What follows belongs to an exercise in optimizing a design on an open flow for small area, a short achievable clock period and few clock cycles; a production flow would make more cautious choices.
Only simulation tests tie the RTL to the original design; equivalence was not proved.
No activity file was given, so power comes from the tool's default toggle rates.

===== flow/design.v =====
module Top(
    Clk,
    Reset,
    Data_in,
    Wr_En,
    Outputs,
    Re
    );
    input wire Clk;
    input wire Reset;
    input wire Wr_En;
    input wire [3:0] Data_in;
    output wire Outputs;
    output wire Re;
    reg       wr_q;
    reg [3:0] din_q;
    always @(posedge Clk or negedge Reset)
        if (~Reset) wr_q <= 1'b0;
        else        wr_q <= Wr_En;
    always @(posedge Clk) din_q <= Data_in;
    reg [9:0] dsel;
    always @(posedge Clk) begin : dec
        integer k;
        for (k = 0; k < 10; k = k + 1) dsel[k] <= (Data_in == k);
    end
    localparam ST_WR = 2'd0, ST_HUF = 2'd1, ST_OUT = 2'd2;
    reg [1:0] st;
    reg [8:0] wc;         
    reg [1:0] ph;         
    reg       gdone;      
    reg [3:0] hs;         
    reg [3:0] hso;        
    wire wactive = wr_q | (wc[8] & ~gdone);
    wire ins     = wactive & ph[1];
    wire first   = wr_q & (wc == 9'd0);
    wire [2:0] hin = wr_q ? din_q[3:1] : 3'd0;
    wire       lin = din_q[0];
    reg  [6:0] acc;
    reg  [1:0] lsb;
    wire [6:0] acc5 = {acc[4:0], 2'b00} + acc + {4'd0, hin};
    wire [9:0] grp  = {lsb[0], lsb[1], lin, acc5};
    always @(posedge Clk) begin
        if (wactive) begin
            if (ph == 2'd0) begin acc <= {4'd0, hin}; lsb[0] <= lin; end
            else            begin acc <= acc5;        lsb[1] <= lin; end
        end
    end
    localparam NG = 86;
    reg  [NG*10-1:0] ring;
    wire [9:0] slot0 = ring[9:0];
    always @(posedge Clk)
        ring <= {(ins ? grp : slot0), ring[NG*10-1:10]};
    reg [7:0] cnt  [0:9];
    reg  [7:0] cur;
    always @* begin : rd
        integer k;
        cur = 8'd0;
        for (k = 0; k < 10; k = k + 1) cur = cur | (cnt[k] & {8{dsel[k]}});
    end
    wire [7:0] inc = cur + 8'd1;
    reg  [9:0] cand;
    reg  [9:0] C1, C2;    
    reg  [7:0] v1, v2;    
    reg  [5:0] vacc;
    reg        multi;     
    reg  [9:0] bh, bl;    
    integer i;
    always @* begin
        for (i = 0; i < 10; i = i + 1) begin
            bh[i] = |({cnt[i][1], cnt[i][3], cnt[i][5], cnt[i][7]} & hso);
            bl[i] = |({cnt[i][0], cnt[i][2], cnt[i][4], cnt[i][6]} & hso);
        end
    end
    function two;    
        input [9:0] x;
        integer k;
        reg seen;
        begin
            two = 1'b0; seen = 1'b0;
            for (k = 0; k < 10; k = k + 1) begin
                two = two | (x[k] & seen);
                seen = seen | x[k];
            end
        end
    endfunction
    wire [9:0] cand0 = hs[2] ? ~C1 : 10'h3ff;
    wire [9:0] cin   = hso[0] ? cand0 : cand;
    wire [9:0] zh    = cin & ~bh;
    wire [9:0] c1s   = (|zh) ? zh : cin;
    wire [9:0] zl    = c1s & ~bl;
    wire [9:0] ce    = (|zl) ? zl : c1s;
    wire [1:0] ve    = {~|zh, ~|zl};
    always @(posedge Clk) begin
        cand <= ce;
        vacc <= {vacc[3:0], ve};
        if (st == ST_HUF) begin
            if (hs == 4'd3) begin C1 <= ce; v1 <= {vacc, ve}; end
            if (hs == 4'd7) begin C2 <= ce; v2 <= {vacc, ve}; end
            if (hs == 4'd4) multi <= |c1rest;
        end
    end
    function [9:0] lowest;
        input [9:0] x;
        integer k;
        reg seen;
        begin
            seen = 1'b0;
            for (k = 0; k < 10; k = k + 1) begin
                lowest[k] = x[k] & ~seen;
                seen = seen | x[k];
            end
        end
    endfunction
    function [3:0] enc;
        input [9:0] oh;
        begin
            enc[0] = oh[1] | oh[3] | oh[5] | oh[7] | oh[9];
            enc[1] = oh[2] | oh[3] | oh[6] | oh[7];
            enc[2] = oh[4] | oh[5] | oh[6] | oh[7];
            enc[3] = oh[8] | oh[9];
        end
    endfunction
    wire [9:0] c1lo   = lowest(C1);
    wire [9:0] c1rest = C1 & ~c1lo;
    wire [9:0] m1  = c1lo;
    wire [9:0] m2  = lowest(multi ? c1rest : C2);
    wire       multi_n = |c1rest;
    wire [7:0] v2e = multi ? v1 : v2;
    wire [3:0] m2b = enc(m2);
    wire [7:0] s   = v1 + v2e;
    wire       hufu = (st == ST_HUF) && (hs == 4'd8);
    wire       upd  = hufu && (v2e != 8'hff);
    wire       cwr  = (st == ST_WR) && wr_q;
    wire [7:0] cbus = (upd ? s : inc) & {8{~first}};
    always @(posedge Clk) begin
        for (i = 0; i < 10; i = i + 1)
            if (first | (cwr & dsel[i]) | (upd & (m1[i] | m2[i])))
                cnt[i] <= cbus | {8{upd & m1[i]}};
    end
    reg  [99:0] ncr;
    reg  [3:0]  rot;
    reg         p_v;
    reg  [2:0]  p_n;
    reg  [3:0]  p_1, p_2;
    wire [3:0]  m1b = enc(m1);
    function [9:0] apply;
        input [9:0] e;
        input [3:0] a1, a2;
        begin
            if (e[9:6] == a1)      apply = {a2, e[4:0], 1'b0};
            else if (e[9:6] == a2) apply = {e[9:6], e[4:0], 1'b1};
            else                   apply = e;
        end
    endfunction
    wire [3:0] rot5   = (rot >= 4'd5) ? rot - 4'd5 : rot + 4'd5;
    wire       ncinit = wr_q && (wc < 9'd10);
    wire [9:0] e0 = ncinit ? {rot,  6'd1} : p_v ? apply(ncr[9:0],   p_1, p_2) : ncr[9:0];
    wire [9:0] e5 = ncinit ? {rot5, 6'd1} : p_v ? apply(ncr[59:50], p_1, p_2) : ncr[59:50];
    always @(posedge Clk)
        ncr <= {e0, ncr[99:60], e5, ncr[49:10]};
    always @(posedge Clk) begin
        if (upd) begin p_1 <= m1b; p_2 <= m2b; end
    end
    always @(posedge Clk or negedge Reset) begin
        if (~Reset) begin
            p_v <= 1'b0; p_n <= 3'd0; rot <= 4'd0;
        end else begin
          rot <= (rot == 4'd9) ? 4'd0 : rot + 4'd1;
          if (upd) begin
            p_v <= 1'b1; p_n <= 3'd5;
        end else if (p_v) begin
            p_n <= p_n - 3'd1;
            if (p_n == 3'd1) p_v <= 1'b0;
          end
        end
    end
    reg [9:0] nonff;
    always @* for (i = 0; i < 10; i = i + 1) nonff[i] = ~&cnt[i];
    wire fewer2 = ~two(nonff);
    reg [6:0] P;         
    reg [6:0] ng;        
    reg [10:0] qx;       
    reg [11:0] qh;       
    reg       hv, xv, h85, x85;
    reg [1:0] hidx;
    wire       attap = (P[2:0] == 3'd0);
    reg  [9:0] tap;
    always @* begin
        case (P[6:3])
            4'd0: tap = ring[  0*10 +: 10];
            4'd1: tap = ring[  8*10 +: 10];
            4'd2: tap = ring[ 16*10 +: 10];
            4'd3: tap = ring[ 24*10 +: 10];
            4'd4: tap = ring[ 32*10 +: 10];
            4'd5: tap = ring[ 40*10 +: 10];
            4'd6: tap = ring[ 48*10 +: 10];
            4'd7: tap = ring[ 56*10 +: 10];
            4'd8: tap = ring[ 64*10 +: 10];
            4'd9: tap = ring[ 72*10 +: 10];
            default: tap = ring[ 80*10 +: 10];
        endcase
    end
    wire [6:0] tv  = tap[6:0];
    wire [2:0] th0 = (tv >= 7'd100) ? 3'd4 : (tv >= 7'd75) ? 3'd3 :
                     (tv >= 7'd50)  ? 3'd2 : (tv >= 7'd25) ? 3'd1 : 3'd0;
    wire [10:0] tapd = {tap[9:7], th0, tv[4:0]};
    reg  [4:0] k25;
    always @* begin
        case (qx[7:5])
            3'd1: k25 = 5'd25;
            3'd2: k25 = 5'd18;
            3'd3: k25 = 5'd11;
            3'd4: k25 = 5'd4;
            default: k25 = 5'd0;
        endcase
    end
    wire [4:0] qr = qx[4:0] - k25;
    reg  [5:0] r5d;
    always @* begin
        case (qr)
            5'd0: r5d = 6'b000000;
            5'd1: r5d = 6'b000001;
            5'd2: r5d = 6'b000010;
            5'd3: r5d = 6'b000011;
            5'd4: r5d = 6'b000100;
            5'd5: r5d = 6'b001000;
            5'd6: r5d = 6'b001001;
            5'd7: r5d = 6'b001010;
            5'd8: r5d = 6'b001011;
            5'd9: r5d = 6'b001100;
            5'd10: r5d = 6'b010000;
            5'd11: r5d = 6'b010001;
            5'd12: r5d = 6'b010010;
            5'd13: r5d = 6'b010011;
            5'd14: r5d = 6'b010100;
            5'd15: r5d = 6'b011000;
            5'd16: r5d = 6'b011001;
            5'd17: r5d = 6'b011010;
            5'd18: r5d = 6'b011011;
            5'd19: r5d = 6'b011100;
            5'd20: r5d = 6'b100000;
            5'd21: r5d = 6'b100001;
            5'd22: r5d = 6'b100010;
            5'd23: r5d = 6'b100011;
            5'd24: r5d = 6'b100100;
            default: r5d = 6'b000000;
        endcase
    end
    wire [11:0] qdec = {qx[7:5], qx[10], r5d[5:3], qx[9], r5d[2:0], qx[8]};
    reg [3:0] hdig;
    always @* begin
        case (hidx)
            2'd0: hdig = qh[11:8];
            2'd1: hdig = qh[7:4];
            default: hdig = qh[3:0];
        endcase
    end
    reg [3:0] nd;
    reg       ndv, nd8;
    reg [3:0] sc;        
    reg [5:0] S;
    reg       rep;
    reg       out_r, re_r;
    assign Outputs = out_r;
    assign Re      = re_r;
    wire       sempty = (S == 6'b100000);
    reg  [3:0] ndpos;
    reg        pvalid;
    wire [3:0] ndp5   = (ndpos >= 4'd5) ? ndpos - 4'd5 : ndpos;
    wire       nready = !(p_v && ndp5 < {1'b0, p_n});
    wire       take   = (st == ST_OUT) && nready && sempty && !rep && pvalid;
    wire       hpop   = hv && (!ndv || take) && (sc == 4'd9) && (hidx == 2'd2 || h85);
    wire       move   = xv && (hpop || !hv);
    wire       fetch  = gdone && attap && !xv;
    wire [4:0] pd = {1'b0, nd} + 5'd9 - {1'b0, rot};
    wire [3:0] pos = (pd >= 5'd10) ? pd - 5'd10 : pd[3:0];
    always @(posedge Clk) ndpos <= pos;
    reg  [5:0] c;
    always @* begin
        c = 6'd0;
        for (i = 0; i < 10; i = i + 1) if (ndpos == i) c = ncr[10*i +: 6];
    end
    reg  [5:0] tf;
    always @* begin
        if      (c[5]) tf = {c[4:0], 1'b1};
        else if (c[4]) tf = {c[3:0], 2'b10};
        else if (c[3]) tf = {c[2:0], 3'b100};
        else if (c[2]) tf = {c[1:0], 4'b1000};
        else if (c[1]) tf = {c[0],   5'b10000};
        else           tf = 6'b100000;
    end
    always @(posedge Clk or negedge Reset) begin
        if (~Reset) begin
            st <= ST_WR; wc <= 9'd0; ph <= 2'd0; gdone <= 1'b0; hs <= 4'd0; hso <= 4'b0001;
            hv <= 1'b0; xv <= 1'b0; h85 <= 1'b0; x85 <= 1'b0;
            hidx <= 2'd0; ndv <= 1'b0; nd8 <= 1'b0; sc <= 4'd0; pvalid <= 1'b0;
            S <= 6'b100000; rep <= 1'b0; out_r <= 1'b0; re_r <= 1'b0;
        end else begin
            if (wr_q) wc <= wc + 9'd1;
            if (wactive) ph <= ph[1] ? 2'd0 : ph + 2'd1;
            if (ins && !wr_q) begin
                gdone <= 1'b1;
            end
            if (wr_q && wc == 9'd255) st <= ST_HUF;
            if (st == ST_HUF) begin
                if (hs == 4'd0 && fewer2) begin
                    st <= ST_OUT;
                end else if (hs == 4'd8) begin
                    hs <= 4'd0;
                    if (v2e == 8'hff) st <= ST_OUT;
                end else if (hs == 4'd4 && multi_n) begin
                    hs  <= 4'd8;
                    hso <= 4'b0001;
                end else begin
                    hs  <= hs + 4'd1;
                    hso <= {hso[2:0], hso[3]};
                end
            end
            if (hpop || !hv) begin
                hv <= xv; h85 <= x85; hidx <= 2'd0;
            end
            if (fetch) begin
                xv <= 1'b1; x85 <= (ng == 7'd85);
            end else if (move)
                xv <= 1'b0;
            pvalid <= ndv && !take;
            if (!ndv || take) begin
                if (sc != 4'd9) begin
                    ndv <= 1'b1; nd8 <= (sc == 4'd8); sc <= sc + 4'd1;
                end else if (hv) begin
                    ndv <= 1'b1; nd8 <= 1'b0;
                    if (!hpop) hidx <= hidx + 2'd1;
                end else
                    ndv <= 1'b0;
            end
            if (!sempty) begin
                out_r <= S[5]; re_r <= 1'b1; S <= {S[4:0], 1'b0};
            end else if (rep) begin
                re_r <= 1'b1; rep <= 1'b0;
            end else begin
                re_r <= 1'b0;
                if (take) begin
                    S   <= tf;
                    rep <= nd8 && (tf != 6'b100000);
                end
            end
        end
    end
    always @(posedge Clk) begin
        if (ins && !wr_q) begin
            P  <= 7'd11;
            ng <= 7'd3;
        end else if (gdone) begin
            if (fetch) begin
                P  <= (P >= 7'd84) ? P - 7'd84 : P + 7'd2;
                ng <= (ng == 7'd85) ? 7'd0 : ng + 7'd1;
            end else
                P  <= (P == 7'd0) ? 7'd85 : P - 7'd1;
        end
        if (move)  qh <= qdec;
        if (fetch) qx <= tapd;
        if (!ndv || take) begin
            if (sc != 4'd9) nd <= sc;
            else            nd <= hdig;
        end
    end
endmodule

===== flow/run.sh =====
#!/bin/bash
# synth_recipe.tcl (not shown) runs the flow's synth.tcl, then flattens the netlist and writes it again
# the make line also repeats each setting of config.mk as NAME=value (left out here)
make -C /OpenROAD-flow-scripts/flow DESIGN_CONFIG=/design/flow/config.mk WORK_HOME=/design/flow/orfs CLKGATE_MAP_FILE= SYNTH_SCRIPT=/design/flow/synth_recipe.tcl finish

===== flow/config.mk =====
export PLATFORM = sky130hd
export DESIGN_NAME = Top
export DESIGN_NICKNAME = Top
export VERILOG_FILES = /design/flow/design.v
export SDC_FILE = /design/flow/constraint.sdc
export NUM_CORES = 4
export LEC_CHECK = 0
export ABC_CLOCK_PERIOD_IN_PS = 3000
export CAP_MARGIN = 20
export CORE_MARGIN = 2
export CORE_UTILIZATION = 65
export CTS_BUF_LIST = sky130_fd_sc_hd__clkbuf_8
export CTS_CLUSTER_DIAMETER = 40
export CTS_CLUSTER_SIZE = 16
export PLACE_DENSITY = 0.75
export SETUP_SLACK_MARGIN = 4.15
export SLEW_MARGIN = 20

===== flow/constraint.sdc =====
create_clock -name core_clock -period 7.0 [get_ports {Clk}]
set_input_delay 1.4000 -clock core_clock [delete_from_list [all_inputs] [get_ports {Clk}]]
set_output_delay 1.4000 -clock core_clock [all_outputs]
set_load 0.01 [all_outputs]

==> run_results.csv, run 1 <==
group,metric,value,unit
layout,final_common_cell,"dfxtp_1",
yosys,synth_top_area_share,56.6,%
power,power.switching,0.00392,W
power,p_comb_share,11.6,%
critical_path,required,7450,ps
floorplanning,start_util,66.0,%
route,final_antenna_net_count,0,
placed_design,place_congestion,0.958,
yosys,synth_area_per_cell,13.3,µm²
layout,syn_to_final_growth,13.7,%
yosys,synth_edf_count,161,
run_status,status,"finished clean",
floorplanning,die_h,238,µm
placed_design,io_buffers,8,
critical_path,cp_max_fo,8,
placed_design,dp_cells,3302,
yosys,ys_top_cells_by_area,"dfxtp_1 (57%), edfxtp_1 (14%), dfrtp_1 (3.6%)",
yosys,yosys_warnings,2,
clock_network,clock_path_buffers,3,
yosys,syn_nets,2763,
global_route,grt_max_degree,54,
global_route,grt_pass1_wl,121,mm
floorplanning,io_pins,9,
timing,maxSlewHeadroom,42.6,%
global_route,grt_util_all_layers,28.0,%
power,seq_power_share,58.2,%
critical_path,worstSetupPathType,"reg2reg",
timing,fin_setup_tns,0,ps
global_route,antenna_found_initial,4,
route,via_per_inst,5.89,
layout,final_cell_count_no_fill,3596,
yosys,syn_inst,2682,
yosys,ys_ff_latch,1222,
layout,fillers,3204,
critical_path,cp-start-kind,"flip-flop",
critical_path,cp-end-kind,"flip-flop",
job,maxCapViolCount,0,
yosys,ys_seq_area_share,73.9,%
yosys,yosysUniqueCellTypes,97,
global_route,overflow,0,
route,wire_per_inst,22.4,µm
timing,slew_violations,0,
power,swShare,26.5,%
placed_design,post_dp_cell_area,36300,µm²
power,p_int,0.0109,W
timing,finalSetupViolCount,0,
power,irDropWorstVdd,0.332,mV
min_path,worst_hold_path_type,"reg2reg",
timing,finalCritPeriodShare,41.5,%
route,drc_errors,0,
timing,fmax,344,MHz
yosys,synth_area,35700,µm²
power,p_per_area,365,nW/µm²
route,first_pass_iters,7,
clock_network,clk_latency,760,ps
timing,hold_viol,0,
clock_network,cts_root_buf,"clkbuf_8",
clock_network,cts_hold_buf,0,
timing,layout_min_cycle_time,2910,ps
clock_network,clk_pin_slew,90,ps
route,drtIter0Drc,2090,
yosys,yosys.area.top_type,"dfxtp_1",
critical_path,critPathArrivalTime,3350,ps
route,num_vias,21197,
yosys,async_reset_ff_share,4.34,%
layout,nNetsFinal,2906,
global_route,grt_pass1_vias,21072,
floorplanning,dieArea,56700,µm²
floorplanning,rows,85,
timing,worst_slew_pin_slew,862,ps
power,p_leak,16.2,nW
placed_design,place_hpwl,51.5,mm
clock_network,cts_tree,"done",
clock_network,numCtsBuffers,114,
layout,final_cell_mix,"dfxtp_1 (1000), nand2_1 (185), edfxtp_1 (161)",
timing,rsz0062_at_grt,"yes",
layout,final_area,40500,µm²
timing,fin_skew,34.3,ps
route,drt-total-wl,80.6,mm
floorplanning,coreArea,54000,µm²
floorplanning,die_x,238,µm
clock_network,clkSinkCount,1222,
power,power_frac_clock,30.2,%
yosys,synth_flop_cell,"dfxtp_1",
clock_network,htree_levels,3,
layout,layout-drive-gt1-share,16.7,%
-- critical path: stages, from the launching register on --
cell,delay [ps]
edfxtp_1,400
buf_6,160
nor4_4,330
a2bb2oi_2,190
or4b_4,480
or3_4,410
nor2_4,140
nand2_2,110
o211ai_1,190
buf_4,200
-- logic make-up after synthesis --
logic type / count (synthesis) / share of synthesized area (%)
flip-flops: 1222 / 73.9
AND/OR/NAND/NOR: 606 / 8.39
AO/OA/AOI/OAI: 474 / 9.35
buffers and inverters: 177 / 2.14
adder cells (fa/ha/maj): 76 / 2.76
multiplexers: 65 / 1.90
XOR/XNOR: 62 / 1.57
-- cells in the mapped netlist, types with 28 or more instances --
library cell and instances:
xnor2_1 32, nand4_1 32, xor2_1 29, a22oi_1 68, o21ai_0 73, nor3_1 32
nand3_1 72, nand2b_1 28, edfxtp_1 161, ha_1 69, dfxtp_1 1008, nand2_1 199
inv_1 76, a21oi_1 91, buf_2 38, nor2_1 116, dfrtp_1 51, clkbuf_1 42
mux2i_1 43
-- flip-flops by register name, indices dropped and copies added, names as in the netlist, 8 cells and up --
register	cells
qx	11
qh	12
ring	860
C2	10
v2	8
cnt	80
cand	10
dsel	10
C1	10
v1	8
wc	9
ncr	100
-- layer usage --
| layer | global-route usage [%] | vias to the layer above | routed length (µm) | share of wire, % |
|---|---|---|---|---|
| met5 | 0 | - | 41 | 0.051 |
| met4 | 12.5 | 6 | 3660 | 4.5 |
| met3 | 5.21 | 264 | 5190 | 6.4 |
| met2 | 46.1 | 962 | 38800 | 48 |
| met1 | 36.5 | 10262 | 33000 | 41 |
| li1 | - | 9703 | - | - |
-- final cells by class --
type | instances | area, µm² | share of cell area (%)
flip-flops and latches | 1222 | 26400 | 65.0
multi-input cells | 1285 | 9330 | 23.0
clock buffers | 124 | 1710 | 4.21
repair buffers | 121 | 1200 | 2.95
well taps | 696 | 871 | 2.15
clock inverters | 66 | 747 | 1.84
inverters | 80 | 312 | 0.768
repair inverters | 1 | 5.00 | 0.0123
diodes | 1 | 2.50 | 0.00617
-- power groups by stage --
stage | combinational [W] | sequential (W) | clock, W
after floorplan | 0.00103 | 0.00852 | 0
after global placement | 0.00137 | 0.00869 | 0
after detailed placement | 0.00143 | 0.00874 | 0
after CTS | 0.00157 | 0.00861 | 0.00452
after global routing | 0.00184 | 0.00869 | 0.00479
final | 0.00172 | 0.00861 | 0.00447
-- repair_timing --
item,in CTS,in global routing
setup buffers,40,54
gates cloned,5,3
pin swaps,23,38
gates resized for setup,71,149
endpoints found under the setup margin,249,213
-- stage by stage --
stage / hold slack, ps / setup slack (ps) / power, W / utilization, %
floorplan: 310 / 4160 / 0.00955 / -
global placement: 310 / 3240 / 0.0101 / 67.2
detailed placement: 312 / 3170 / 0.0102 / 67.2
CTS: 316 / 3960 / 0.0147 / 73.0
global route: 330 / 4030 / 0.0153 / 75.0
finish: 319 / 4090 / 0.0148 / 75.0
-- path summary, 6_finish.rpt --
path	start	to	slack, ps	cells past startpoint
max in group asynchronous	Reset	wr_q	5580	2
min in group asynchronous	Reset	re_r	820	2
worst max-delay path	C1[0]	cnt[8][1]	4090	9
worst min register to register	ncr[97]	ncr[87]	320	0
worst min-delay path	ncr[97]	ncr[87]	320	0
worst max register to register	C1[0]	cnt[8][1]	4090	9
Testbench counts, summed over its fixed seeds: cycles 11,427.
==> run 2: changes to the inputs <==
--- a/flow/config.mk
+++ b/flow/config.mk
@@ -12,4 +12,4 @@
 export CTS_BUF_LIST = sky130_fd_sc_hd__clkbuf_8
-export CTS_CLUSTER_DIAMETER = 40
-export CTS_CLUSTER_SIZE = 16
+export CTS_CLUSTER_DIAMETER = 50
+export CTS_CLUSTER_SIZE = 22
 export PLACE_DENSITY = 0.75
==> run 2 against run 1 <==
Compared with the run above:
- cell area down 2.8%
- setup slack worse by 30 ps
- worst hold slack got worse by 9.7 ps
- sequential power barely moved
- register-to-register slack got worse by 30 ps
- total power fell by 5.9%
- synthesized cell count is the same
- critical path type unchanged
- combinational power decreased by 5%
- synthesized area stayed put
- critical path depth is the same
==> run_results.csv, run 2 <==
group,metric,value,unit
placed_design,dp_cells,3302,
yosys,synth_edf_count,161,
timing,hold_viol,0,
yosys,ys_top_cells_by_area,"dfxtp_1 (57%), edfxtp_1 (14%), dfrtp_1 (3.6%)",
route,wire_per_inst,22.2,µm
route,num_vias,20478,
power,seq_power_share,61.8,%
yosys,synth_common_cells,"dfxtp_1 (1008), nand2_1 (199), edfxtp_1 (161)",
critical_path,critPathMaxStageDelay,530,ps
yosys,async_reset_ff_share,4.34,%
clock_network,cts_tree,"done",
critical_path,required,7420,ps
timing,rsz0062_at_grt,"yes",
yosys,syn_inst,2682,
global_route,grt_max_degree,54,
floorplanning,rows,85,
clock_network,numCtsBuffers,83,
yosys,synth_top_area_share,56.6,%
layout,largest_reg_flops,860,
layout,top_regs,"ring x860, ncr x100, cnt x80",
power,swShare,27.3,%
global_route,grt_util_all_layers,27.4,%
yosys,synth.most_common_cell,"dfxtp_1",
critical_path,cp_common_cell,"nor2_4",
yosys,synth_area,35700,µm²
timing,finalCritPeriodShare,42.0,%
power,p_leak,15.7,nW
power,irDropWorstVdd,0.339,mV
clock_network,clk_latency,740,ps
floorplanning,coreArea,54000,µm²
timing,fin_skew,41.4,ps
floorplanning,die_x,238,µm
global_route,grt_pass1_vias,20533,
yosys,syn_nets,2763,
layout,regMostFlops,"ring",
layout,nNetsFinal,2854,
yosys,yosys.area.top_type,"dfxtp_1",
floorplanning,dieArea,56700,µm²
critical_path,cp_top_family,"simple AND/OR/NAND/NOR gates",
route,drt-total-wl,78.1,mm
critical_path,r2r_slack,4060,ps
route,drc_errors,0,
timing,slew_violations,0,
min_path,worst_hold_path_type,"reg2reg",
job,maxCapViolCount,0,
power,p_int,0.0101,W
yosys,ys_seq_area_share,73.9,%
power,power_frac_clock,26.4,%
critical_path,cp-end-kind,"flip-flop",
global_route,antenna_found_initial,1,
yosys,synth_area_per_cell,13.3,µm²
yosys,synth_flop_cell,"dfxtp_1",
clock_network,cts_root_buf,"clkbuf_8",
yosys,ys_ff_latch,1222,
floorplanning,start_util,66.0,%
global_route,grt_pass1_wl,118,mm
clock_network,clkSinkCount,1222,
layout,syn_to_final_growth,10.5,%
critical_path,cp_max_fo,8,
run_status,status,"finished clean",
placed_design,post_dp_cell_area,36300,µm²
layout,final_core_util,72.9,%
clock_network,clk_pin_slew,120,ps
yosys,yosysUniqueCellTypes,97,
timing,whs,309,ps
floorplanning,io_pins,9,
layout,final_cell_count_no_fill,3523,
global_route,overflow,0,
timing,fmax,340,MHz
critical_path,cp-start-kind,"flip-flop",
critical_path,slowest_stage,"edfxtp_1",
placed_design,place_congestion,0.958,
critical_path,critPathBufInv,2,
clock_network,htree_levels,3,
critical_path,worstSetupPathType,"reg2reg",
layout,final_cell_mix,"dfxtp_1 (1000), nand2_1 (191), edfxtp_1 (161)",
route,via_per_inst,5.81,
timing,fin_setup_tns,0,ps
layout,final_common_cell,"dfxtp_1",
floorplanning,die_h,238,µm
timing,layout_min_cycle_time,2940,ps
placed_design,place_hpwl,51.5,mm
clock_network,cts_hold_buf,0,
power,p_comb_share,11.8,%
critical_path,cp_cell_sequence,"buf_6, or4_4, nor2_4, o2bb2ai_1, or3_4, nor2_4, nand2_2, o211ai_1, buf_4",
clock_network,clock_path_buffers,3,
power,power.switching,0.00380,W
timing,maxSlewHeadroom,41.6,%
critical_path,critPathArrivalTime,3360,ps
timing,worst_slew_pin_slew,876,ps
layout,layout-drive-gt1-share,13.9,%
layout,final_area,39400,µm²
yosys,yosys_warnings,2,
route,drtIter0Drc,1906,
timing,finalSetupViolCount,0,
placed_design,io_buffers,8,
route,first_pass_iters,6,
route,final_antenna_net_count,0,
power,p_per_area,353,nW/µm²
-- run 2: cell type report --
cell class	instances	area, µm²
Timing Repair Buffer	100	972
Tap cell	696	871
Clock inverter	51	558
Timing Repair inverter	1	5.00
Inverter	80	314
Antenna cell	1	2.50
Sequential cell	1222	26400
Clock buffer	87	1200
Multi-Input combinational cell	1285	9110
Fill cell	3388	14600
-- run 2: timing repair --
item	CTS	global route
gates cloned	3	3
buffers inserted	46	29
endpoints found under the setup margin	252	222
pin swaps	21	27
hold endpoints to repair	0	0
gates resized for setup	72	87
-- run 2: metal layers --
metal	vias up	share of wire (%)	GRT usage, %	routed length [µm]
met3	198	6.3	4.70	4940
met5	-	0	0	0
met1	9938	42	36.7	32900
met4	0	3.7	10.2	2880
met2	766	48	45.1	37400
li1	9576	-	-	-
-- run 2: power groups by stage --
stage                     registers [W]  logic, W  clock network [W]
after floorplan                 0.00852   0.00103                  0
after global placement          0.00869   0.00137                  0
after detailed placement        0.00874   0.00143                  0
after CTS                       0.00860   0.00153            0.00373
after global routing            0.00869   0.00176            0.00400
final                           0.00860   0.00164            0.00368
-- run 2: cell families (layout without fill, tap and decap cells) --
kind of cell | count (synthesis) | count (layout) | share of synthesized area (%)
other cells | 0 | 1 | 0
fa+ha+maj | 76 | 76 | 2.76
flops | 1222 | 1222 | 73.9
simple gates | 606 | 607 | 8.39
mux | 65 | 65 | 1.90
compound gates | 474 | 475 | 9.35
xor+xnor | 62 | 62 | 1.57
buf+inv | 177 | 319 | 2.14
-- run 2: per-stage QoR --
step | total power (W) | setup WS (ps)
6_report | 0.0139 | 4060
5_1_grt | 0.0144 | 4010
4_1_cts | 0.0139 | 4100
3_5_place_dp | 0.0102 | 3170
3_3_place_gp | 0.0101 | 3240
2_1_floorplan | 0.00955 | 4160
-- run 2: worst paths after layout --
check,startpoint,to,depth (start not counted)
max reg2reg,C1[2],cnt[8][3],9
max in group asynchronous,Reset,wr_q,2
max,C1[2],cnt[8][3],9
min reg2reg,ring[261],ring[251],0
min,ring[261],ring[251],0
min in group asynchronous,Reset,re_r,2
-- run 2: worst register-to-register path: cells and delay by family, from the launching register on --
kind                   cells  cell delay (ps)
AOI/OAI and AO/OA          2              330
buffers and inverters      2              370
DFF                        1              530
and+or+nand+nor            5             1410
==> run 3: changes to the inputs <==
--- a/flow/config.mk
+++ b/flow/config.mk
@@ -12,4 +12,4 @@
 export CTS_BUF_LIST = sky130_fd_sc_hd__clkbuf_8
-export CTS_CLUSTER_DIAMETER = 50
-export CTS_CLUSTER_SIZE = 22
+export CTS_CLUSTER_DIAMETER = 45
+export CTS_CLUSTER_SIZE = 20
 export PLACE_DENSITY = 0.75
==> run 3 against run 2 <==
Compared with the run above:
- combinational power up 12%
- register-to-register slack about the same
- flip-flop and latch count unchanged
- setup slack worse by 6.4 ps
- cell area up 2.3%
- total power up 6.9%
- die area unchanged
- critical path type unchanged
- critical endpoint is now qx[5]
==> run_results.csv, run 3 <==
group,metric,value,unit
run_status,status,"finished clean",
route,via_per_inst,5.90,
route,drc_errors,0,
yosys,async_reset_ff_share,4.34,%
yosys,synth.most_common_cell,"dfxtp_1",
global_route,grt_pass1_vias,21320,
critical_path,cp-end-kind,"flip-flop",
critical_path,cp-start-kind,"flip-flop",
floorplanning,start_util,66.0,%
yosys,syn_inst,2682,
yosys,ys_top_cells_by_area,"dfxtp_1 (57%), edfxtp_1 (14%), dfrtp_1 (3.6%)",
critical_path,cp_common_cell,"buf_4",
timing,setup_ws,4060,ps
critical_path,required,7640,ps
yosys,synth_top_area_share,56.6,%
layout,largest_reg_flops,860,
floorplanning,rows,85,
power,p_per_area,369,nW/µm²
clock_network,htree_levels,3,
yosys,synth_edf_count,161,
route,drt-total-wl,83.4,mm
yosys,synth_area,35700,µm²
timing,fin_setup_tns,0,ps
critical_path,critPathArrivalTime,3580,ps
critical_path,cp_max_fo,19,
layout,layout.area.seq,26400,µm²
layout,layout-drive-gt1-share,16.1,%
floorplanning,io_pins,9,
timing,worst_slew_pin_slew,842,ps
floorplanning,die_h,238,µm
yosys,ys_ff_latch,1222,
clock_network,cts_hold_buf,0,
timing,fin_skew,49.5,ps
power,p_comb_share,12.3,%
route,final_antenna_net_count,0,
clock_network,clk_pin_slew,110,ps
route,num_vias,21156,
placed_design,place_hpwl,51.5,mm
placed_design,place_congestion,0.958,
yosys,synth_common_cells,"dfxtp_1 (1008), nand2_1 (199), edfxtp_1 (161)",
clock_network,clkSinkCount,1222,
timing,maxSlewHeadroom,43.2,%
timing,layout_min_cycle_time,2940,ps
route,wire_per_inst,23.3,µm
route,first_pass_iters,8,
timing,whs,308,ps
layout,syn_to_final_growth,13.0,%
min_path,worst_hold_path_type,"reg2reg",
global_route,grt_pass1_wl,125,mm
power,p_leak,16.1,nW
layout,multi_input_area,9160,µm²
yosys,syn_nets,2763,
layout,top_regs,"ring x860, ncr x100, cnt x80",
route,drtIter0Drc,2029,
layout,nNetsFinal,2892,
critical_path,cp_top_family,"compound AO/OA/AOI/OAI gates",
global_route,grt_util_all_layers,28.9,%
critical_path,critPathMaxStageDelay,650,ps
global_route,grt_max_degree,54,
power,swShare,27.6,%
yosys,synth_flop_cell,"dfxtp_1",
power,seq_power_share,58.0,%
layout,regMostFlops,"ring",
clock_network,cts_tree,"done",
critical_path,cp_cell_sequence,"buf_12, nor2b_1, a222oi_1, a31oi_2, buf_4, buf_4, a21oi_1, o2111ai_1, o311a_4",
critical_path,worstSetupPathType,"reg2reg",
placed_design,io_buffers,8,
power,power_frac_clock,29.7,%
power,irDropWorstVdd,0.398,mV
clock_network,cts_root_buf,"clkbuf_8",
yosys,yosysUniqueCellTypes,97,
timing,finalSetupViolCount,0,
global_route,overflow,0,
layout,fillers,3177,
power,p_int,0.0108,W
layout,final_cell_mix,"dfxtp_1 (998), nand2_1 (186), edfxtp_1 (161)",
clock_network,clock_path_buffers,3,
timing,finalCritPeriodShare,42.1,%
yosys,yosys.area.top_type,"dfxtp_1",
yosys,synth_area_per_cell,13.3,µm²
floorplanning,die_x,238,µm
yosys,ys_seq_area_share,73.9,%
timing,fmax,340,MHz
layout,final_common_cell,"dfxtp_1",
job,maxCapViolCount,0,
floorplanning,dieArea,56700,µm²
power,power.switching,0.00410,W
timing,slew_violations,0,
yosys,yosys_warnings,2,
timing,rsz0062_at_grt,"yes",
clock_network,numCtsBuffers,98,
floorplanning,coreArea,54000,µm²
critical_path,slowest_stage,"nor2b_1",
critical_path,critPathBufInv,3,
global_route,antenna_found_initial,2,
clock_network,clk_latency,770,ps
placed_design,dp_slack,3170,ps
timing,hold_viol,0,
==> run 3: power by group through the flow <==
stage / combinational (W) / sequential, W / clock [W]
4_1_cts: 0.00158 / 0.00862 / 0.00447
2_1_floorplan: 0.00103 / 0.00852 / 0
3_3_place_gp: 0.00137 / 0.00869 / 0
3_5_place_dp: 0.00143 / 0.00874 / 0
6_report: 0.00183 / 0.00863 / 0.00442
5_1_grt: 0.00193 / 0.00870 / 0.00472
==> run 3: repair_timing <==
item,4_1_cts,5_1_grt
endpoints found under the setup margin,254,215
cloned,4,4
resized for setup,79,108
hold endpoints to repair,0,0
pin swaps,25,34
buffers inserted,47,49
==> run 3: cells by family (layout without fill, tap and decap cells) <==
logic type | count (synthesis) | in the layout | synth area share, %
flops | 1222 | 1222 | 73.9
simple gates | 606 | 607 | 8.39
compound gates | 474 | 474 | 9.35
buf+inv | 177 | 381 | 2.14
fa+ha+maj | 76 | 76 | 2.76
mux | 65 | 65 | 1.90
xor+xnor | 62 | 62 | 1.57
other cells | 0 | 3 | 0
==> run 3: worst paths after layout <==
path	cells past startpoint	slack (ps)	start	to
max reg2reg	9	4060	P[4]	qx[5]
max	9	4060	P[4]	qx[5]
min reg2reg	0	310	ring[464]	ring[454]
min in group asynchronous	2	800	Reset	ph[0]
min	0	310	ring[464]	ring[454]
max in group asynchronous	2	5590	Reset	wr_q
==> run 3: worst register-to-register path: cells and delay by family (launching register included) <==
family	cells	cell delay [ps]
flops	1	420
compound gates	5	1240
buf+inv	3	490
simple gates	1	660
==> run 3: final cells by class <==
type,count,share of cell area [%]
Tap cell,696,2.16
Sequential cell,1222,65.5
Antenna cell,3,0.0186
Multi-Input combinational cell,1284,22.7
Timing Repair Buffer,124,3.04
Inverter,80,0.782
Clock inverter,73,2.29
Clock buffer,103,3.52
Timing Repair inverter,1,0.0124
==> run 3: per-stage QoR <==
stage               util, %  cell area (µm²)  std cells  total power [W]
global route           74.6            40300       3585           0.0154
global placement       67.2            36300       3302           0.0101
floorplan                 -            35700       2682          0.00955
detailed placement     67.2            36300       3302           0.0102
finish                 74.6            40300       3586           0.0149
CTS                    72.9            39400       3529           0.0147
==> run 3: layer usage <==
| layer | track usage (%) | share of wire (%) |
|---|---|---|
| met1 | 37.6 | 41 |
| met2 | 47.9 | 48 |
| met3 | 4.93 | 6.1 |
| met4 | 12.9 | 4.4 |
| met5 | 0 | 0.013 |
==> run 4: changes to the inputs <==
--- a/flow/config.mk
+++ b/flow/config.mk
@@ -7,3 +7,3 @@
 export LEC_CHECK = 0
-export ABC_CLOCK_PERIOD_IN_PS = 3000
+export ABC_AREA = 1
 export CAP_MARGIN = 20
==> run 4 against run 3 <==
Compared with the run above:
- sequential share of layout area up 0.83 points
- worst hold slack worse by 11 ps
- clock power down 5.7%
- flip-flop and latch count unchanged
- critical path depth up 9
- first-iteration DRC count down 9.0%
- non-clock buffer count down 36
- still clean on timing, DRC and antenna
- sequential power down 2.9%
- critical endpoint is now cnt[8][7]
- critical path type unchanged
==> run_results.csv, run 4 <==
group,metric,value,unit
clock_network,cts_tree,"done",
yosys,synth_top_area_share,56.7,%
critical_path,critPathArrivalTime,3360,ps
critical_path,cp_max_fo,6,
yosys,yosys.area.top_type,"dfxtp_1",
critical_path,cp_top_family,"simple AND/OR/NAND/NOR gates",
timing,fin_skew,46.6,ps
layout,layout-drive-gt1-share,12.5,%
clock_network,htree_levels,3,
floorplanning,io_pins,9,
global_route,grt_pass1_vias,20918,
clock_network,clock_path_buffers,3,
power,irDropWorstVdd,0.301,mV
timing,slew_violations,0,
global_route,grt_util_all_layers,26.5,%
power,power.switching,0.00374,W
critical_path,cp_cell_sequence,"buf_12, clkinvlp_4, nand2_2, nand2_2, ha_4, a21oi_2, nand2_2, a21oi_2, o21ai_2, and2_4, nor2_2, nor2_1, nor2_1, xor2_1, o211ai_4, buf_6, buf_12, nand2_1",
yosys,async_reset_ff_share,4.34,%
yosys,yosysUniqueCellTypes,72,
timing,fin_setup_tns,0,ps
yosys,synth_common_cells,"dfxtp_1 (1008), nand2_1 (567), inv_1 (255)",
timing,fmax,345,MHz
yosys,syn_nets,3134,
yosys,synth_xor_area_share,0.911,%
yosys,ys_ff_latch,1222,
global_route,overflow,0,
yosys,synth_area_per_cell,11.7,µm²
placed_design,place_congestion,0.997,
layout,top_regs,"ring x860, ncr x100, cnt x80",
yosys,synth_edf_count,161,
route,first_pass_iters,6,
min_path,worst_hold_path_type,"reg2reg",
layout,regMostFlops,"ring",
power,swShare,26.7,%
route,dr_wl_met2,34.6,mm
yosys,synth-compound-area-share,5.93,%
power,seq_power_share,59.9,%
clock_network,numCtsBuffers,96,
power,p_int,0.0103,W
timing,worst_slew_pin_slew,1170,ps
yosys,ys_seq_area_share,74.0,%
timing,hold_viol,0,
floorplanning,coreArea,54000,µm²
power,power_frac_clock,29.8,%
critical_path,cp-end-kind,"flip-flop",
route,dr_wl_met3,4.88,mm
clock_network,clkSinkCount,1222,
clock_network,clk_pin_slew,110,ps
route,routed.top_layer,"met4",
critical_path,cp_common_cell,"nand2_2",
route,num_vias,21405,
timing,finalCritPeriodShare,41.4,%
yosys,synth_flop_cell,"dfxtp_1",
timing,rsz0062_at_grt,"yes",
critical_path,critPathBufInv,4,
layout,final_cell_mix,"dfxtp_1 (1002), nand2_1 (533), inv_1 (254)",
yosys,muxShareOfSynthArea,0.0281,%
route,via_per_inst,5.42,
yosys,syn_inst,3053,
clock_network,cts_root_buf,"clkbuf_8",
route,wire_per_inst,18.9,µm
layout,final_common_cell,"dfxtp_1",
placed_design,dp_cells,3711,
layout,nNetsFinal,3259,
critical_path,cp-start-kind,"flip-flop",
yosys,ys_top_cells_by_area,"dfxtp_1 (57%), edfxtp_1 (14%), nand2_1 (6.0%)",
route,drtIter0Drc,1847,
yosys,synth_area,35600,µm²
critical_path,slowest_stage,"edfxtp_1",
layout,syn_to_final_growth,11.7,%
route,drt-met1-wl,32.4,mm
yosys,synth.most_common_cell,"dfxtp_1",
placed_design,place_hpwl,48.5,mm
yosys,synth_fa_ha_area_share,2.71,%
route,drt-total-wl,74.6,mm
route,drc_errors,0,
timing,layout_min_cycle_time,2900,ps
run_status,status,"finished clean",
critical_path,critPathMaxStageDelay,410,ps
global_route,grt_pass1_wl,116,mm
layout,largest_reg_flops,860,
timing,whs,296,ps
floorplanning,die_h,238,µm
layout,final_core_util,73.6,%
job,maxCapViolCount,0,
clock_network,clk_latency,750,ps
placed_design,io_buffers,8,
yosys,synth_top_family_by_area,"simple AND/OR/NAND/NOR gates",
critical_path,r2r_slack,4100,ps
floorplanning,start_util,65.9,%
route,final_antenna_net_count,0,
timing,finalSetupViolCount,0,
power,p_per_area,352,nW/µm²
global_route,antenna_found_initial,2,
floorplanning,die_x,238,µm
timing,maxSlewHeadroom,21.5,%
yosys,yosys_warnings,2,
global_route,grt_max_degree,54,
floorplanning,rows,85,
power,power.total,0.0140,W
yosys,synthSimpleGateAreaFrac,12.7,%
layout,final_cell_count_no_fill,3950,
critical_path,required,7460,ps
power,p_comb_share,10.3,%
power,p_leak,16.8,nW
critical_path,worstSetupPathType,"reg2reg",
floorplanning,dieArea,56600,µm²
[run 4: cell count changes after synthesis, sizes merged, moves of 20 or more]
cell	before	now
a221oi	31	8
a22oi	69	1
inv	78	264
mux2	22	0
mux2i	43	1
nand2	199	577
nand2b	28	0
nand3	73	179
nor2	117	180
nor2b	20	0
o21ai	76	128
xnor2	32	9
[run 4: routing by layer]
layer | up-vias | GRT usage (%)
met1 | 10170 | 36.5
met3 | 177 | 4.11
met5 | - | 0
met2 | 780 | 42.5
met4 | 0 | 11.1
li1 | 10278 | -
[run 4: final timing paths]
check / depth (start not counted) / startpoint / to
worst max-delay path: 18 / multi / cnt[8][7]
worst min-delay path: 0 / ring[763] / ring[753]
worst max register to register: 18 / multi / cnt[8][7]
worst min register to register: 0 / ring[763] / ring[753]
max in group asynchronous: 2 / Reset / hso[2]
min in group asynchronous: 2 / Reset / ph[0]
[run 4: what timing repair did]
item | CTS | global route
hold buffers | 0 | 0
pin swaps | 14 | 17
setup endpoints to repair | 221 | 167
resized for setup | 70 | 84
setup buffers | 31 | 27
cloned | 4 | 3
[run 4: final cells by class]
type	instances	area, µm²
Sequential cell	1222	26400
Antenna cell	2	5.00
Fill cell	3523	14300
Timing Repair inverter	3	20.0
Clock inverter	72	837
Clock buffer	100	1380
Inverter	266	1030
Tap cell	696	871
Multi-Input combinational cell	1501	8400
Timing Repair Buffer	88	870
[run 4: through the flow]
stage | worst slack, ps | instance area (µm²)
floorplan | 4250 | 35600
finish | 4100 | 39800
detailed placement | 3390 | 36400
global route | 3930 | 39800
global placement | 3490 | 36400
CTS | 4120 | 39200
[run 4: power by group through the flow]
stage / Clock, W / Sequential [W] / Combinational [W]
after detailed placement: 0 / 0.00853 / 0.00133
after floorplan: 0 / 0.00836 / 0.000892
final: 0.00417 / 0.00838 / 0.00145
after global placement: 0 / 0.00850 / 0.00128
after global routing: 0.00450 / 0.00847 / 0.00160
after CTS: 0.00425 / 0.00839 / 0.00139
[run 4: kinds of logic (layout without fill, tap and decap cells)]
| family | after synthesis | count (layout) |
|---|---|---|
| buf+inv | 330 | 529 |
| xor+xnor | 37 | 37 |
| flops | 1222 | 1222 |
| compound gates | 342 | 342 |
| other cells | 0 | 2 |
| fa+ha+maj | 74 | 74 |
| mux | 1 | 1 |
| simple gates | 1047 | 1047 |
[run 4: worst reg2reg max path, cell delays in order, from the launching register on]
cell,delay (ps)
edfxtp_1,410
buf_12,140
clkinvlp_4,180
nand2_2,110
nand2_2,70
ha_4,240
a21oi_2,150
nand2_2,80
a21oi_2,150
o21ai_2,70
and2_4,160
nor2_2,60
nor2_1,40
nor2_1,100
xor2_1,110
o211ai_4,220
buf_6,140
buf_12,140
nand2_1,60
==> run 5: changes to the inputs <==
--- a/flow/config.mk
+++ b/flow/config.mk
@@ -15,3 +15,3 @@
 export PLACE_DENSITY = 0.75
-export SETUP_SLACK_MARGIN = 4.15
+export SETUP_SLACK_MARGIN = 4.45
 export SLEW_MARGIN = 20
==> run 5 against run 4 <==
Compared with the run above:
- clock-buffer cell count did not move
- flip-flop and latch count unchanged
- wire length increased by 4.3%
- critical endpoint is now cnt[9][1]
- total power is 0.61% higher
- global-route usage up 0.24 points
- worst hold slack improved by 25 ps
- register-to-register slack gained 50 ps
- sequential share of layout area fell by 1.8 points
- clock skew shrank 7.4 ps
- utilization up 2.1 points
- critical path type unchanged
- setup slack better by 52 ps
==> run_results.csv, run 5 <==
group,metric,value,unit
global_route,antenna_found_initial,3,
timing,worst_slew_pin_slew,1040,ps
yosys,syn_inst,3053,
critical_path,critPathBufInv,4,
power,p_per_area,344,nW/µm²
clock_network,cts_tree,"done",
route,drtIter0Drc,1864,
global_route,grt_max_degree,54,
clock_network,htree_levels,3,
clock_network,clock_path_buffers,3,
route,dr_wl_met3,5.27,mm
critical_path,cp-start-kind,"flip-flop",
route,via_per_inst,5.48,
critical_path,cp-end-kind,"flip-flop",
timing,slew_violations,0,
clock_network,clk_latency,720,ps
power,p_leak,17.2,nW
yosys,synth_flop_cell,"dfxtp_1",
global_route,overflow,0,
clock_network,numCtsBuffers,91,
global_route,grt_pass1_wl,116,mm
job,maxCapViolCount,0,
critical_path,cp_cell_sequence,"buf_6, o21ai_4, nand2_2, o21ai_4, inv_2, nor2_2, inv_2, nor2_2, nand2_2, nor4_4, o2111ai_2, o211ai_1, buf_4",
timing,fin_setup_tns,0,ps
floorplanning,start_util,65.9,%
timing,layout_min_cycle_time,2850,ps
route,first_pass_iters,5,
run_status,status,"finished clean",
layout,top_regs,"ring x860, ncr x100, cnt x80",
floorplanning,rows,85,
timing,fmax,351,MHz
route,dr_wl_met2,36.1,mm
route,num_vias,21939,
floorplanning,dieArea,56600,µm²
yosys,yosys.area.top_type,"dfxtp_1",
critical_path,slowest_stage,"edfxtp_1",
yosys,ys_ff_latch,1222,
route,final_antenna_net_count,0,
critical_path,worstSetupPathType,"reg2reg",
timing,maxSlewHeadroom,30.6,%
layout,layout.area.seq,26400,µm²
critical_path,required,7430,ps
yosys,synth_common_cells,"dfxtp_1 (1008), nand2_1 (567), inv_1 (255)",
placed_design,io_buffers,8,
layout,final_area,40900,µm²
yosys,synth_top_area_share,56.7,%
yosys,synth.most_common_cell,"dfxtp_1",
yosys,yosysUniqueCellTypes,72,
clock_network,clk_pin_slew,110,ps
timing,finalSetupViolCount,0,
yosys,yosys_warnings,2,
route,routed.top_layer,"met4",
critical_path,cp_top_family,"simple AND/OR/NAND/NOR gates",
placed_design,place_hpwl,48.2,mm
global_route,grt_pass1_vias,21319,
global_route,grt_util_all_layers,26.8,%
clock_network,cts_hold_buf,0,
layout,syn_to_final_growth,14.9,%
critical_path,critPathArrivalTime,3280,ps
critical_path,cp_max_fo,8,
floorplanning,coreArea,54000,µm²
timing,hold_viol,0,
yosys,syn_nets,3134,
yosys,async_reset_ff_share,4.34,%
placed_design,post_dp_cell_area,36400,µm²
yosys,synth_area,35600,µm²
critical_path,critPathMaxStageDelay,530,ps
timing,finalCritPeriodShare,40.7,%
floorplanning,die_x,238,µm
power,power.total,0.0141,W
layout,multi_input_area,9020,µm²
power,irDropWorstVdd,0.288,mV
layout,regMostFlops,"ring",
placed_design,place_congestion,0.999,
layout,largest_reg_flops,860,
floorplanning,die_h,238,µm
route,drt-total-wl,77.8,mm
layout,fillers,3336,
route,drt-met1-wl,32.3,mm
timing,rsz0062_at_grt,"yes",
yosys,ys_top_cells_by_area,"dfxtp_1 (57%), edfxtp_1 (14%), nand2_1 (6.0%)",
min_path,worst_hold_path_type,"reg2reg",
yosys,ys_seq_area_share,74.0,%
route,drc_errors,0,
timing,fin_skew,39.2,ps
route,wire_per_inst,19.4,µm
clock_network,cts_root_buf,"clkbuf_8",
floorplanning,io_pins,9,
clock_network,clkSinkCount,1222,
layout,layout-drive-gt1-share,16.9,%
yosys,synth_edf_count,161,
critical_path,r2r_slack,4150,ps
layout,final_cell_mix,"dfxtp_1 (999), nand2_1 (514), inv_1 (241)",
yosys,synth_area_per_cell,11.7,µm²
layout,final_common_cell,"dfxtp_1",
layout,nNetsFinal,3322,
[run 5: cell families (layout without fill, tap and decap cells)]
kind of cell    after synthesis  count (layout)  synth area share [%]
compound gates              342             342                  5.93
xor+xnor                     37              37                 0.911
fa+ha+maj                    74              74                  2.71
buf+inv                     330             578                  3.70
flops                      1222            1222                  74.0
mux                           1               1                0.0281
other cells                   0               3                     0
simple gates               1047            1050                  12.7
[run 5: metrics by stage]
| stage | setup WS (ps) | util, % | hold slack, ps | std cells |
|---|---|---|---|---|
| after floorplan | 4430 | - | 310 | 3053 |
| final | 4150 | 75.7 | 321 | 4003 |
| after global placement | 3200 | 67.4 | 309 | 3708 |
| after global routing | 4030 | 75.7 | 309 | 4002 |
| after CTS | 4220 | 73.6 | 314 | 3943 |
| after detailed placement | 3030 | 67.4 | 312 | 3708 |
[run 5: report_power, final]
group          switching [W]  leakage, nW  internal, W
registers           0.000365         10.3      0.00803
logic                0.00105         5.85     0.000554
clock network        0.00236         1.08      0.00173
[run 5: repair_timing]
action	CTS	global route
pin swaps	28	62
buffers inserted	70	51
endpoints found under the setup margin	282	247
gates resized for setup	163	184
cloned	9	6
[run 5: final cells by class]
cell class,instances,share of cell area [%]
inverters,266,2.58
well taps,696,2.13
flip-flops and latches,1222,64.5
diodes,3,0.0184
multi-input cells,1504,22.0
repair buffers,152,3.52
clock buffers,100,3.37
clock inverters,56,1.76
repair inverters,4,0.0734
[run 5: per-layer routing]
| metal | up-vias | global-route usage (%) |
|---|---|---|
| met2 | 884 | 43.9 |
| met3 | 266 | 4.04 |
| met4 | 0 | 12.2 |
| met1 | 10379 | 35.6 |
| li1 | 10410 | - |
| met5 | - | 0 |
[run 5: final timing paths]
kind	depth (start not counted)	startpoint	end
max	13	C1[1]	cnt[9][1]
min	0	ring[332]	ring[322]
max reg2reg	13	C1[1]	cnt[9][1]
min reg2reg	0	ring[332]	ring[322]
max in group asynchronous	2	Reset	hso[2]
min in group asynchronous	2	Reset	re_r
==> run 6: changes to the inputs <==
--- a/flow/config.mk
+++ b/flow/config.mk
@@ -15,3 +15,3 @@
 export PLACE_DENSITY = 0.75
-export SETUP_SLACK_MARGIN = 4.45
+export SETUP_SLACK_MARGIN = 4.3
 export SLEW_MARGIN = 20
==> run 6 against run 5 <==
Compared with the run above:
- first-iteration DRC count decreased by 6.0%
- via count down 2.4%
- sequential share of layout area is 1.4 points higher
- maximum frequency grew 0.48%
- cell area is 2.2% lower
- clock power hardly changed
- largest power group unchanged
- sequential power hardly changed
- clock-buffer cell count unchanged
- critical path type unchanged
- setup slack gained 14 ps
- critical path depth up 4
- flip-flop and latch count is the same
- synthesized cell count unchanged
==> run_results.csv, run 6 <==
group,metric,value,unit
run_status,status,"finished clean",
global_route,grt_util_all_layers,26.5,%
clock_network,clk_latency,740,ps
route,num_vias,21423,
timing,rsz0062_at_grt,"yes",
route,drtIter0Drc,1752,
critical_path,r2r_start,"multi",
critical_path,cp_max_fo,5,
route,drc_errors,0,
layout,final_core_util,74.0,%
critical_path,cp-end-kind,"flip-flop",
timing,finalSetupViolCount,0,
route,via_per_inst,5.40,
timing,layout_min_cycle_time,2830,ps
job,maxCapViolCount,0,
clock_network,clkSinkCount,1222,
global_route,grt_pass1_wl,115,mm
yosys,yosysUniqueCellTypes,72,
yosys,syn_nets,3134,
power,p_leak,16.9,nW
global_route,grt_pass1_vias,20784,
layout,largest_reg_flops,860,
min_path,hold_path_end,"ring[367]",
layout,layout-drive-gt1-share,14.1,%
timing,fin_skew,55.5,ps
critical_path,critPathArrivalTime,3310,ps
layout,nNetsFinal,3277,
min_path,worst_hold_path_type,"reg2reg",
layout,final_common_cell,"dfxtp_1",
clock_network,clk_pin_slew,100,ps
power,irDropWorstVdd,0.365,mV
min_path,whs_path_depth,0,
route,first_pass_iters,8,
global_route,grt_max_degree,54,
floorplanning,coreArea,54000,µm²
route,wire_per_inst,19.2,µm
critical_path,critPathMaxStageDelay,440,ps
layout,final_cell_mix,"dfxtp_1 (999), nand2_1 (522), inv_1 (251)",
timing,maxSlewHeadroom,32.0,%
layout,top_regs,"ring x860, ncr x100, cnt x80",
clock_network,numCtsBuffers,94,
yosys,synth_edf_count,161,
clock_network,clock_path_buffers,3,
floorplanning,start_util,65.9,%
route,final_antenna_net_count,0,
floorplanning,die_x,238,µm
timing,hold_viol,0,
yosys,yosys_warnings,2,
floorplanning,rows,85,
timing,worst_slew_pin_slew,1020,ps
timing,fmax,353,MHz
floorplanning,die_h,238,µm
yosys,synth_area_per_cell,11.7,µm²
timing,fin_setup_tns,0,ps
critical_path,required,7480,ps
timing,finalCritPeriodShare,40.5,%
critical_path,reg2reg_to,"cnt[9][6]",
floorplanning,dieArea,56600,µm²
power,p_per_area,351,nW/µm²
critical_path,r2r_cells,17,
critical_path,slowest_stage,"edfxtp_1",
clock_network,cts_tree,"done",
yosys,async_reset_ff_share,4.34,%
route,drt-total-wl,76.0,mm
placed_design,place_congestion,0.975,
placed_design,io_buffers,8,
layout,regMostFlops,"ring",
yosys,synth_top_area_share,56.7,%
yosys,synth.most_common_cell,"dfxtp_1",
yosys,synth_area,35600,µm²
yosys,synth_common_cells,"dfxtp_1 (1008), nand2_1 (567), inv_1 (255)",
critical_path,cp_cell_sequence,"buf_12, buf_4, nand2_1, nand2_2, ha_4, fa_2, a21oi_2, o21bai_2, nand2_1, nand2_1, a21oi_2, nand2_1, nand2_1, o21ai_2, nand2_4, buf_12, nand2_2",
min_path,worstHoldStart,"ring[377]",
yosys,ys_ff_latch,1222,
critical_path,cp-start-kind,"flip-flop",
global_route,overflow,0,
placed_design,place_hpwl,47.7,mm
yosys,syn_inst,3053,
yosys,ys_top_cells_by_area,"dfxtp_1 (57%), edfxtp_1 (14%), nand2_1 (6.0%)",
critical_path,r2r_slack,4170,ps
yosys,synth_flop_cell,"dfxtp_1",
floorplanning,io_pins,9,
layout,syn_to_final_growth,12.4,%
yosys,ys_seq_area_share,74.0,%
clock_network,cts_hold_buf,0,
critical_path,worstSetupPathType,"reg2reg",
timing,slew_violations,0,
critical_path,cp_common_cell,"nand2_1",
clock_network,cts_root_buf,"clkbuf_8",
global_route,antenna_found_initial,2,
yosys,yosys.area.top_type,"dfxtp_1",
clock_network,htree_levels,3,
==> run 6: cell count changes in the layout (fill, tap and decap cells not counted), sizes merged <==
| cell | delta |
|---|---|
| buf | -47 |
| inv | +8 |
| clkinvlp | +4 |
| bufinv | -3 |
| clkinv | -2 |
| bufbuf | +1 |
| clkbuf | +1 |
| diode | -1 |
==> run 6: layout make-up <==
class	instances	area, µm²
fill	3570	14000
clock inverter	66	714
tap	696	871
timing repair inverter	1	5.00
clock buffer	100	1380
timing repair buffer	107	1000
multi-input combinational	1504	8620
sequential	1222	26400
inverter	266	1040
antenna	2	5.00
==> run 6: worst max-delay path by stage <==
stage          slack [ps]   endpoint  start
3_5_place_dp         3430  cnt[8][0]  multi
3_3_place_gp         3570  cnt[8][2]  multi
2_1_floorplan        4300  cnt[5][0]  C1[0]
6_report             4170  cnt[9][6]  multi
5_1_grt              4050  cnt[9][6]  multi
4_1_cts              4200    Outputs  out_r
==> run 6: where the power goes <==
part           leakage (nW)  switching (W)  total, W  internal (W)
Sequential             10.3       0.000358   0.00839       0.00803
Clock                  1.07        0.00241   0.00406       0.00165
Combinational          5.50        0.00104   0.00158      0.000540
Total                  16.9        0.00381    0.0140        0.0102
==> run 6: layer usage <==
layer | wire (µm) | vias up | GRT usage, %
li1 | - | 10308 | -
met1 | 32700 | 10259 | 35.0
met2 | 36200 | 676 | 44.1
met3 | 4080 | 180 | 4.30
met4 | 3030 | 0 | 10.8
met5 | 0 | - | 0
==> run 6: kinds of logic (layout without fill, tap and decap cells) <==
group                    count (synthesis)  count (layout)  synth area share, %
AO/OA/AOI/OAI                          342             342                 5.93
other                                    0               2                    0
XOR/XNOR                                37              37                0.911
buffers and inverters                  330             540                 3.70
adder cells (fa/ha/maj)                 74              74                 2.71
AND/OR/NAND/NOR                       1047            1050                 12.7
flip-flops                            1222            1222                 74.0
multiplexers                             1               1               0.0281
==> run 6: worst max-delay path, delay by kind of cell, from the launching register on <==
family | cells | cell delay [ps]
AOI/OAI and AO/OA | 4 | 520
and+or+nand+nor | 8 | 630
buffers and inverters | 3 | 450
DFF | 1 | 440
adders and majority gates | 2 | 560
==> run 6: what timing repair did <==
action,4_1_cts,5_1_grt
setup endpoints to repair,236,225
pin swaps,12,33
resized for setup,92,125
buffers inserted,31,46
gates cloned,1,6
==> run 6: through the flow <==
stage / area (µm²) / total power [W] / instances / hold WS (ps) / setup slack, ps
final: 40000 / 0.0140 / 3964 / 317 / 4170
after global routing: 40000 / 0.0146 / 3963 / 320 / 4050
after CTS: 39100 / 0.0140 / 3910 / 322 / 4200
after detailed placement: 36400 / 0.00986 / 3712 / 312 / 3430
after global placement: 36400 / 0.00979 / 3712 / 310 / 3570
after floorplan: 35600 / 0.00925 / 3053 / 310 / 4300
==> run 7: changes to the inputs <==
--- a/flow/config.mk
+++ b/flow/config.mk
@@ -10,3 +10,3 @@
 export CORE_MARGIN = 2
-export CORE_UTILIZATION = 65
+export CORE_UTILIZATION = 62
 export CTS_BUF_LIST = sky130_fd_sc_hd__clkbuf_8
@@ -14,3 +14,3 @@
 export CTS_CLUSTER_SIZE = 20
-export PLACE_DENSITY = 0.75
+export PLACE_DENSITY = 0.7
 export SETUP_SLACK_MARGIN = 4.3
==> run 7 against run 6 <==
Compared with the run above:
- still clean
- cell area grew 1.7%
- clock skew shrank 28 ps
- clock power increased by 8.1%
- worst hold slack got worse by 7.8 ps
- critical path type unchanged
==> run_results.csv, run 7 <==
group,metric,value,unit
layout,final_core_util,71.8,%
job,maxCapViolCount,0,
yosys,synth_edf_count,161,
yosys,synth_area,35600,µm²
layout,top_regs,"ring x860, ncr x100, cnt x80",
placed_design,place_hpwl,50.3,mm
critical_path,slowest_stage,"edfxtp_1",
timing,fin_setup_tns,0,ps
clock_network,cts_tree,"done",
yosys,ys_top_cells_by_area,"dfxtp_1 (57%), edfxtp_1 (14%), nand2_1 (6.0%)",
yosys,synth_common_cells,"dfxtp_1 (1008), nand2_1 (567), inv_1 (255)",
route,first_pass_iters,6,
yosys,ys_ff_latch,1222,
floorplanning,rows,87,
clock_network,numCtsBuffers,101,
run_status,status,"finished clean",
floorplanning,io_pins,9,
clock_network,clk_pin_slew,110,ps
yosys,synth.most_common_cell,"dfxtp_1",
timing,layout_min_cycle_time,2790,ps
yosys,yosysUniqueCellTypes,72,
power,p_leak,17.1,nW
power,irDropWorstVdd,0.346,mV
global_route,grt_util_all_layers,25.9,%
yosys,ys_seq_area_share,74.0,%
floorplanning,die_h,244,µm
layout,syn_to_final_growth,14.2,%
floorplanning,start_util,62.9,%
timing,slew_violations,0,
critical_path,cp-end-kind,"flip-flop",
yosys,synth_top_area_share,56.7,%
yosys,synth_area_per_cell,11.7,µm²
yosys,yosys_warnings,2,
clock_network,clock_path_buffers,3,
global_route,grt_max_degree,54,
critical_path,critPathMaxStageDelay,430,ps
global_route,overflow,0,
timing,finalCritPeriodShare,39.8,%
clock_network,clkSinkCount,1222,
critical_path,cp_cell_sequence,"buf_6, clkinvlp_4, nand2_2, nand2_2, ha_4, a21oi_2, nand2_2, a21oi_2, o21ai_1, and2_1, nor2_1, nor2_1, nor2_1, xor2_1, o211ai_4, clkbuf_16, nand2_1",
timing,hold_viol,0,
route,wire_per_inst,19.3,µm
yosys,syn_inst,3053,
placed_design,place_congestion,0.984,
timing,maxSlewHeadroom,47.4,%
layout,regMostFlops,"ring",
clock_network,cts_root_buf,"clkbuf_8",
critical_path,r2r_cells,17,
layout,final_common_cell,"dfxtp_1",
floorplanning,coreArea,56600,µm²
critical_path,cp_max_fo,5,
critical_path,worstSetupPathType,"reg2reg",
placed_design,io_buffers,8,
yosys,synth_flop_cell,"dfxtp_1",
route,drc_errors,0,
global_route,grt_pass1_vias,20989,
clock_network,htree_levels,3,
yosys,yosys.area.top_type,"dfxtp_1",
route,num_vias,21602,
global_route,antenna_found_initial,0,
clock_network,cts_hold_buf,0,
clock_network,clk_latency,750,ps
min_path,whs_path_depth,0,
yosys,syn_nets,3134,
min_path,worst_hold_path_type,"reg2reg",
critical_path,required,7490,ps
timing,rsz0062_at_grt,"yes",
critical_path,critPathArrivalTime,3280,ps
floorplanning,dieArea,59300,µm²
power,p_per_area,352,nW/µm²
route,final_antenna_net_count,0,
timing,finalSetupViolCount,0,
critical_path,cp-start-kind,"flip-flop",
route,drt-total-wl,78.4,mm
layout,layout-drive-gt1-share,15.1,%
floorplanning,die_x,244,µm
layout,final_cell_mix,"dfxtp_1 (999), nand2_1 (523), inv_1 (253)",
yosys,async_reset_ff_share,4.34,%
global_route,grt_pass1_wl,118,mm
layout,nNetsFinal,3301,
layout,largest_reg_flops,860,
timing,fin_skew,27.1,ps
timing,fmax,359,MHz
route,via_per_inst,5.32,
timing,worst_slew_pin_slew,782,ps
route,drtIter0Drc,1592,
-- run 7: cell counts after synthesis --
Identical to the previous run, type by type.
-- run 7: critical path, delay by kind of cell (launching register included) --
family | cells | cell delay, ps
AO/OA/AOI/OAI | 4 | 630
adder cells (fa/ha/maj) | 1 | 220
XOR/XNOR | 1 | 100
buffers and inverters | 3 | 480
flip-flops | 1 | 430
AND/OR/NAND/NOR | 8 | 670
-- run 7: layout make-up --
class / count / area, µm²
flip-flops and latches: 1222 / 26400
fillers: 3861 / 15900
multi-input cells: 1503 / 8700
clock buffers: 107 / 1470
repair buffers: 122 / 1180
inverters: 266 / 1050
well taps: 756 / 946
clock inverters: 79 / 903
repair inverters: 4 / 28.8
diodes: 1 / 2.50
-- run 7: logic make-up after synthesis --
logic type	count (synthesis)	synth area share (%)
buf+inv	330	3.70
flops	1222	74.0
compound gates	342	5.93
xor+xnor	37	0.911
simple gates	1047	12.7
fa+ha+maj	74	2.71
mux	1	0.0281
-- run 7: repair_timing --
item                       4_1_cts  5_1_grt
buffers inserted                24       64
pin swaps                       14       51
setup endpoints to repair      259      243
gates resized for setup         90      169
gates cloned                     2        9
-- run 7: worst paths after layout --
path / start / to / slack [ps]
setup reg to reg: multi / cnt[1][7] / 4210
hold reg to reg: ring[27] / ring[17] / 310
hold / removal: ring[27] / ring[17] / 310
min in group asynchronous: Reset / hs[0] / 820
setup / recovery: multi / cnt[1][7] / 4210
max in group asynchronous: Reset / hso[2] / 5600
-- run 7: layer usage --
metal / vias to the layer above / track usage [%] / part of all wire, % / wire length, µm
met4: 0 / 10.7 / 4.3 / 3400
met1: 10315 / 34.6 / 44 / 34300
met5: - / 0 / 0 / 0
met2: 680 / 42.5 / 47 / 36700
li1: 10395 / - / - / -
met3: 212 / 4.16 / 5.2 / 4040
-- run 7: report_power, final --
| part | internal, W | total, W | leakage [nW] | switching [W] |
|---|---|---|---|---|
| Sequential | 0.00803 | 0.00839 | 10.3 | 0.000367 |
| Combinational | 0.000528 | 0.00155 | 5.59 | 0.00102 |
| Clock | 0.00183 | 0.00439 | 1.21 | 0.00256 |
-- run 7: metrics by stage --
stage          worst slack, ps  hold WS (ps)  area (µm²)  power [W]  instances
2_1_floorplan             4300           310       35600    0.00925       3053
3_3_place_gp              3150           310       36500    0.00982       3774
3_5_place_dp              3040           312       36500    0.00987       3774
4_1_cts                   4200           305       39500     0.0143       3986
5_1_grt                   4030           307       40700     0.0149       4059
6_report                  4210           309       40700     0.0143       4060

==> re-timing with driven ports <==
How much do the figures lean on ideal ports? The routed layouts below were timed once more, with nothing changed but the port constraints.
Step 1 (the two cells are an assumption about what drives the block):
set clk [get_ports {Clk}]
set_driving_cell -lib_cell sky130_fd_sc_hd__clkbuf_16 $clk
set_driving_cell -lib_cell sky130_fd_sc_hd__buf_2 [delete_from_list [all_inputs] $clk]
Step 2, shift: input delay + t, output delay - t, t = (earliest + latest rising clock arrival at the registers) / 2. This alone moves slack from input paths to output paths.
Slacks: ideal / step 1 / step 2; pairs: ideal / step 1.
run | shift t [ns] | setup slack, ns | worst register clock-pin slew, ns | worst slew at a driven data input, ns
run 1 | 0.799 | 4.092 / 4.092 / 4.092 | 0.10 / 0.10 | 0.04
run 2 | 0.768 | 4.062 / 4.062 / 4.062 | 0.12 / 0.12 | 0.04
run 3 | 0.799 | 4.055 / 4.055 / 4.055 | 0.11 / 0.11 | 0.04
run 4 | 0.777 | 4.102 / 4.102 / 4.102 | 0.12 / 0.12 | 0.03
run 5 | 0.763 | 4.154 / 4.154 / 4.154 | 0.12 / 0.12 | 0.04
run 6 | 0.774 | 4.168 / 4.168 / 4.168 | 0.12 / 0.12 | 0.03
run 7 | 0.794 | 4.214 / 4.204 / 4.214 | 0.12 / 0.12 | 0.04
After both steps every run listed still meets setup and hold.
